Context: an optimization exercise on an open-source flow, tuned for small area. The choices shown serve that exercise and are no tape-out recipe.
The RTL was checked by simulation tests, not by an equivalence proof against the original design.
The flow treats the clock pin as an ideal source. Dropping or thinning the clock tree relies on that and would not hold on a real chip.
Power and IR drop assume default switching activity.

==> inputs of v2 <==
==> flow/design.v <==
module debounce_persist #(
  parameter integer N     = 10,
  parameter integer TA    = 2,
  parameter integer TB    = 9,
  parameter integer XNOR  = 0,
  parameter [N-1:0] LOAD  = {N{1'b0}},
  parameter [N-1:0] LOAD1 = {N{1'b0}}
)(
  input  wire         clk,
  input  wire         step,
  input  wire         ld1,
  output reg  [N-1:0] q
);
  wire fb = q[TA] ^ q[TB] ^ (XNOR != 0);
  always @(posedge clk) begin
    if (step)     q <= {~q[N-2:0], fb};
    else if (ld1) q <= LOAD1;
    else          q <= LOAD;
  end
endmodule
module bms_fsm #(
  parameter integer DB_V   = 1000,
  parameter integer PERS_V = 50000,
  parameter integer RCV_V  = 5000,
  parameter integer DB_T   = 1000,
  parameter integer PERS_T = 50000,
  parameter integer RCV_T  = 5000,
  parameter integer DB_I   = 500,
  parameter integer PERS_I = 10000,
  parameter integer RCV_I  = 2000
)(
  input  wire clk,
  input  wire rst_n,
  input  wire ov_raw, uv_raw, ot_raw, ut_raw, oc_raw,
  input  wire msk_ov, msk_uv, msk_ot, msk_ut, msk_oc,
  input  wire chg_en,
  input  wire fault_clear_en,
  output reg  [3:0] state_1hot  
);
  wire ov = ov_raw & msk_ov;
  wire uv = uv_raw & msk_uv;
  wire ot = ot_raw & msk_ot;
  wire ut = ut_raw & msk_ut;
  wire oc = oc_raw & msk_oc;
  wire a  = ov | uv | ut;
  reg run;
  reg uv_d, ut_d, oc_d, a_d;
  always @(posedge clk) begin
    uv_d <= uv; ut_d <= ut; oc_d <= oc; a_d <= a;
  end
  wire [9:0] c_ot;
  debounce_persist #(.N(10), .TA(2), .TB(9), .XNOR(0), .LOAD(10'd682), .LOAD1(10'd683))
    u_c_ot (.clk(clk), .step(ot & run), .ld1(ot), .q(c_ot));
  wire [9:0] c_ov;
  debounce_persist #(.N(10), .TA(2), .TB(9), .XNOR(0), .LOAD(10'd682), .LOAD1(10'd683))
    u_c_ov (.clk(clk), .step(ov & run), .ld1(ov), .q(c_ov));
  wire [10:0] c_oc;
  debounce_persist #(.N(11), .TA(1), .TB(10), .XNOR(0), .LOAD(11'd955), .LOAD1(11'd955))
    u_c_oc (.clk(clk), .step(run & (oc == oc_d)), .ld1(1'b0), .q(c_oc));
  wire [15:0] c_uv;
  debounce_persist #(.N(16), .TA(6), .TB(15), .XNOR(0), .LOAD(16'd5488), .LOAD1(16'd5488))
    u_c_uv (.clk(clk), .step(run & uv & uv_d), .ld1(1'b0), .q(c_uv));
  wire [15:0] c_ut;
  debounce_persist #(.N(16), .TA(6), .TB(15), .XNOR(1), .LOAD(16'd40678), .LOAD1(16'd40678))
    u_c_ut (.clk(clk), .step(run & (ut ? ut_d : ~(a | a_d))), .ld1(1'b0), .q(c_ut));
  wire ot_1000 = ((c_ot & 10'd1023) == 10'd555);
  wire ov_1000 = ((c_ov & 10'd1023) == 10'd555);
  wire oc_hi500 = ((c_oc & 11'd1961) == 11'd32);
  wire oc_lo2000 = ((c_oc & 11'd1979) == 11'd1297);
  wire uv_1000 = ((c_uv & 16'd3597) == 16'd1029);
  wire uv_50000 = ((c_uv & 16'd16367) == 16'd5700);
  wire ut_1000 = ((c_ut & 16'd25680) == 16'd17408);
  wire a_lo5000 = ((c_ut & 16'd42361) == 16'd1049);
  wire ut_50000 = ((c_ut & 16'd32703) == 16'd30983);
  reg shut_p;             
  reg uv_hi, ut_hi, ut_pers, a_lo, oc_lo;
  always @(posedge clk) begin
    shut_p  <= run & (ot_1000 | ov_1000 | (oc_d & oc_hi500) | uv_50000);
    uv_hi   <= run & uv_d & (uv_1000 | uv_hi);
    ut_hi   <= run & ut_d & (ut_1000 | ut_hi);
    ut_pers <= run & ut_d & (ut_50000 | ut_pers);
    a_lo    <= run & ~a_d & (a_lo5000 | a_lo);
    oc_lo   <= run & ~oc_d & (oc_lo2000 | oc_lo);
  end
  wire want_shutdown = shut_p | (ut_hi & chg_en);
  wire want_fault    = ut_pers & ~chg_en;
  wire want_warn     = uv_hi | (ut_hi & ~chg_en);
  wire clear_ok      = a_lo & oc_lo;
  reg  [1:0] cur;
  wire is_norm  = (cur == 2'b00);
  wire is_warn  = (cur == 2'b11);
  wire is_fault = (cur == 2'b01);
  wire is_shut  = (cur == 2'b10);
  wire to_shut  = is_shut | want_shutdown;
  wire to_fault = ~to_shut & (want_fault | (~want_warn & is_fault & ~(fault_clear_en & clear_ok)));
  wire to_warn  = ~to_shut & ~want_fault &
                  (want_warn | (is_warn & ~clear_ok) | (is_fault & fault_clear_en & clear_ok));
  wire to_norm  = ~to_shut & ~to_fault & ~to_warn;
  wire [1:0] nxt = run ? (({2{to_norm}} & 2'b00) | ({2{to_warn}} & 2'b11) |
                          ({2{to_fault}} & 2'b01) | ({2{to_shut}} & 2'b10)) : 2'b00;
  always @(posedge clk or negedge rst_n) begin
    if (!rst_n) begin
      run <= 1'b0;
      cur <= 2'b00;
    end else begin
      run <= rst_n;    
      cur <= nxt;
    end
  end
  always @* begin
    state_1hot[0] = is_norm;
    state_1hot[1] = is_warn;
    state_1hot[2] = is_fault;
    state_1hot[3] = is_shut;
  end
endmodule
==> flow/flow/run.sh <==
#!/bin/bash
# Own layout flow: the standard flow (standard.sh) with four changes:
#  * synthesis runs the standard flow's script through flow/my_synth.tcl, which only
#    swaps ABC's mapping script for flow/abc_area8.script;
#  * the port buffers are buf_1 cells;
#  * the clock tree is built by flow/my_cts.tcl (via the PRE_CTS_TCL hook in
#    flow/cts_hook.tcl): clock port -> one root inverter -> 4 leaf inverters
#    -> the flip-flops;
#  * after CTS, flow/downsize.tcl (POST_CTS_TCL hook) swaps logic cells to
#    the smallest drive strength of the same function where timing allows.
# make's full output (all tools) goes to flow.log; ORFS's per-step logs stay
# under orfs/logs/.
set -euo pipefail
bash standard.sh "SYNTH_SCRIPT=$PWD/flow/my_synth.tcl" "FLOW_SYNTH_TCL=$PWD/synth_recipe.tcl" \
  "PRE_CTS_TCL=$PWD/flow/cts_hook.tcl" "POST_CTS_TCL=$PWD/flow/downsize.tcl" \
  "BUFFER_PORTS_ARGS=-buffer_cell sky130_fd_sc_hd__buf_1" finish > flow.log 2>&1
==> flow/flow/abc_area8.script <==
&get -n
&st
&dch
&nf
&st
&syn2
&if -g -K 6
&synch2
&nf -a -R 1000
&st
&syn2
&if -g -K 6
&synch2
&nf -a -R 1000
&put
==> flow/flow/cts_hook.tcl <==
# PRE_CTS_TCL hook: ORFS's cts.tcl calls clock_tree_synthesis next; this
# replaces that command with my_cts2 (my_cts.tcl).  The rest of cts.tcl
# (legalisation, timing repair, writing the results) runs as usual.
source [file join [file dirname [info script]] my_cts.tcl]
rename clock_tree_synthesis orfs_clock_tree_synthesis
proc clock_tree_synthesis {args} {
  my_cts2 4 sky130_fd_sc_hd__inv_4 sky130_fd_sc_hd__inv_8
  set_propagated_clock [all_clocks]
}
==> flow/flow/downsize.tcl <==
# POST_CTS_TCL hook: swap each logic cell for the smallest cell of the same
# function (same name stem, other drive strength) while timing stays met
# with room to spare and no max slew/cap violation appears.
proc ds_area {m} { return [expr {[$m getWidth] * [$m getHeight]}] }
proc downsize_all {} {
  set db [ord::get_db]
  set block [ord::get_db_block]
  set libs [$db getLibs]
  set n 0
  foreach inst [$block getInsts] {
    set m [$inst getMaster]
    set name [$m getName]
    if {![regexp {^(sky130_fd_sc_hd__[a-z0-9]+)_([0-9]+)$} $name -> stem drv]} continue
    if {[regexp {^sky130_fd_sc_hd__(dfxtp|dfrtp|dfstp|tapvpwrvgnd|fill|decap|conb|clkbuf|clkinv|inv|buf)} $stem]} continue
    if {[string match "clk*" [$inst getName]]} continue
    set best $m
    foreach d {0 1 2} {
      if {$d >= $drv} break
      set cand [$db findMaster ${stem}_$d]
      if {$cand == "NULL" || $cand == ""} continue
      if {[ds_area $cand] < [ds_area $best]} { set best $cand }
    }
    if {$best == $m} continue
    set iname [$inst getName]
    replace_cell [get_cells $iname] [$best getName]
    estimate_parasitics -placement
    set ok 1
    if {[sta::worst_slack -max] < 1.0 || [sta::worst_slack -min] < 0.05 || [sta::max_slew_violation_count] > 0 || [sta::max_capacitance_violation_count] > 0} { set ok 0 }
    if {$ok} { incr n; puts "downsize: $iname $name -> [$best getName]" } else { replace_cell [get_cells $iname] $name; estimate_parasitics -placement }
  }
  puts "downsize: $n cells"
}
downsize_all
==> flow/flow/my_cts.tcl <==
# Clock tree for this design, used in place of ORFS's clock_tree_synthesis
# (see cts_hook.tcl).  The clock port drives one root inverter, which drives
# K leaf inverters; each leaf drives one group of clock sinks, grouped by
# k-means on their placed positions.  The two inversions keep the clock's
# polarity, and every sink sees the same two stages.
proc my_cts2 {K root leaf} {
  set block [ord::get_db_block]
  set db [ord::get_db]
  set clknet [$block findNet clk]
  set pts {}
  foreach it [$clknet getITerms] {
    set inst [$it getInst]
    set bb [$inst getBBox]
    lappend pts [list [expr {([$bb xMin]+[$bb xMax])/2.0}] [expr {([$bb yMin]+[$bb yMax])/2.0}] $it]
  }
  set n [llength $pts]
  set srt [lsort -real -index 0 $pts]
  set cs {}
  for {set k 0} {$k < $K} {incr k} {
    set q [lindex $srt [expr {int(($k+0.5)*$n/$K)}]]
    lappend cs [list [lindex $q 0] [lindex $q 1]]
  }
  for {set iter 0} {$iter < 50} {incr iter} {
    set grp {}
    for {set k 0} {$k < $K} {incr k} { lappend grp {} }
    foreach q $pts {
      set best 0; set bd 1e30
      for {set k 0} {$k < $K} {incr k} {
        set c [lindex $cs $k]
        set d [expr {abs([lindex $q 0]-[lindex $c 0]) + abs([lindex $q 1]-[lindex $c 1])}]
        if {$d < $bd} {set bd $d; set best $k}
      }
      lset grp $best [concat [lindex $grp $best] [list $q]]
    }
    set cs {}
    for {set k 0} {$k < $K} {incr k} {
      set sx 0; set sy 0; set m [llength [lindex $grp $k]]
      foreach q [lindex $grp $k] { set sx [expr {$sx+[lindex $q 0]}]; set sy [expr {$sy+[lindex $q 1]}] }
      if {$m == 0} {set m 1}
      lappend cs [list [expr {$sx/$m}] [expr {$sy/$m}]]
    }
  }
  set rx 0; set ry 0
  foreach c $cs { set rx [expr {$rx+[lindex $c 0]}]; set ry [expr {$ry+[lindex $c 1]}] }
  set rx [expr {int($rx/$K)}]; set ry [expr {int($ry/$K)}]
  set rnet [odb::dbNet_create $block clknet_root]
  $rnet setSigType CLOCK
  set rinst [odb::dbInst_create $block [$db findMaster $root] clkinv_root]
  [$rinst findITerm A] connect $clknet
  [$rinst findITerm Y] connect $rnet
  $rinst setLocation $rx $ry
  $rinst setPlacementStatus PLACED
  for {set k 0} {$k < $K} {incr k} {
    set g [lindex $grp $k]
    if {[llength $g] == 0} continue
    set lnet [odb::dbNet_create $block clknet_leaf_$k]
    $lnet setSigType CLOCK
    set linst [odb::dbInst_create $block [$db findMaster $leaf] clkinv_leaf_$k]
    [$linst findITerm A] connect $rnet
    [$linst findITerm Y] connect $lnet
    set c [lindex $cs $k]
    $linst setLocation [expr {int([lindex $c 0])}] [expr {int([lindex $c 1])}]
    $linst setPlacementStatus PLACED
    foreach q $g {
      set it [lindex $q 2]
      $it disconnect
      $it connect $lnet
    }
    puts "my_cts2: clkinv_leaf_$k drives [llength $g] sinks"
  }
}
==> flow/flow/my_synth.tcl <==
# Synthesis for this flow: the standard flow's own synthesis script (synth_recipe.tcl in
# the work folder, named by FLOW_SYNTH_TCL), which runs ORFS's synth.tcl,
# with one change: ABC maps the logic with abc_area8.script (beside this
# file) instead of ORFS's abc_speed.script.  That script starts like ORFS's
# (delay-oriented &nf mapping) and then remaps twice in area mode
# (&nf -a).  Registers are mapped before ABC runs, so they are as in
# the standard flow's synthesis.
set my_abc_script [file join [file dirname [file normalize [info script]]] abc_area8.script]
proc abc {args} {
  global my_abc_script
  set i [lsearch -exact $args -script]
  if {$i >= 0} { lset args [expr {$i + 1}] $my_abc_script }
  yosys abc {*}$args
}
source $::env(FLOW_SYNTH_TCL)
==> flow/standard.sh <==
#!/bin/bash
# synth_recipe.tcl (not shown) runs the flow's synth.tcl, then flattens the netlist and writes it again
# the make line also repeats each setting of config.mk as NAME=value (left out here)
make -C /OpenROAD-flow-scripts/flow DESIGN_CONFIG=/design/flow/config.mk WORK_HOME=/design/flow/orfs CLKGATE_MAP_FILE= SYNTH_SCRIPT=/design/flow/synth_recipe.tcl "${@:-finish}"
==> flow/config.mk <==
export PLATFORM = sky130hd
export DESIGN_NAME = bms_fsm
export DESIGN_NICKNAME = bms_fsm
export VERILOG_FILES = /design/flow/design.v
export SDC_FILE = /design/flow/constraint.sdc
export NUM_CORES = 4
export LEC_CHECK = 0
export CAP_MARGIN = 20
export CORE_MARGIN = 2
export CORE_UTILIZATION = 40
export SLEW_MARGIN = 20
==> flow/constraint.sdc <==
create_clock -name core_clock -period 10.0 [get_ports {clk}]
set_input_delay 2.0000 -clock core_clock [delete_from_list [all_inputs] [get_ports {clk}]]
set_output_delay 2.0000 -clock core_clock [all_outputs]
set_load 0.01 [all_outputs]
==> v29: changes against v2 <==
==> flow/flow/run.sh (replaced) <==
#!/bin/bash
# Own layout flow: the standard flow (standard.sh) with two changes:
#  * the port buffers are buf_1 cells;
#  * the clock tree is built by flow/my_cts.tcl (via the PRE_CTS_TCL hook in
#    flow/cts_hook.tcl): clock port -> one root inverter -> 4 leaf inverters
#    -> the flip-flops.
# make's full output (all tools) goes to flow.log; ORFS's per-step logs stay
# under orfs/logs/.
set -euo pipefail
bash standard.sh "PRE_CTS_TCL=$PWD/flow/cts_hook.tcl" \
  "BUFFER_PORTS_ARGS=-buffer_cell sky130_fd_sc_hd__buf_1" finish > flow.log 2>&1
removed: flow/flow/abc_area8.script
removed: flow/flow/downsize.tcl
removed: flow/flow/my_synth.tcl
==> run notes <==
	v2	v29
Clock Skews	0.0434 ns	0.0227 ns
Worst vdd ir	0.0793 mV	0.0927 mV
Post-Syn Instances	221	226
Count of non-filler cells in the finished layout	311	312
Cell internal power dissipation	0.332 mW	0.333 mW
Worst Setup SP	cur[1]$_DFF_PN0_	ut_raw
Final core utilization	44.4%	44.5%
Wire length on met2	1500 um	1510 um
Total via count in the routed design	1419	1479
Met1 usage in global routing	17.6%	19.2%
Area of the multi-input gates	689 um2	706 um2
Data required time of the critical path	8.00 ns	10.09 ns
Crit path to	state_1hot[2]	u_c_ut.q[12]$_SDFF_PN1_
Outcome	timing/DRC/antenna clean	timing/DRC/antenna clean
Met3 layer usage reported by global route	1.48%	1.47%
Max frequency	0.338 GHz	0.328 GHz
Min cycle time layout	2.96 ns	3.05 ns
Sequential group share of total power	71.0%	70.7%
Part of the power in the clock network	25.8%	25.9%
Area share of xor/xnor cells in the synthesized design	2.31%	2.28%
Global-route usage over all layers	11.8%	12.1%
Total design power	0.445 mW	0.447 mW
Post-detail-place hpwl	2570 um	2720 um
Switching Share	25.4%	25.6%
Vias in the first global route	1391	1370
No run of this note takes its clock network from TritonCTS; it comes from the design's own scripts or RTL.

-- separate check: timing with driven ports --
The flow's constraints put no driver on any port. The routed layouts listed below were extracted and timed again, unchanged, in two steps.
Step 1 assumes that a clkbuf_16 drives the clock port and a buf_2 every other input.
Step 2 adds t to the input delays and takes it off the output delays; t is the mean of the earliest and latest rising clock arrival at the registers after step 1. Input paths then give back, and output paths get back, about the clock's delay inside the block.
a / b / c = no drivers / after step 1 / after step 2; a / b = the first two.
run	shift t [ns]	slack for setup (ns)	worst setup path after step 2	worst register clock-pin slew, ns
v2	0.229	7.040 / 7.006 / 6.836	input to register	0.12 / 0.12
v29	0.231	6.947 / 6.952 / 6.727	input to register	0.10 / 0.10
After both steps setup and hold are still met in every run listed. For v29, which loses most, drivers alone change the setup slack by +0.005 ns; drivers and shift together by -0.220 ns.
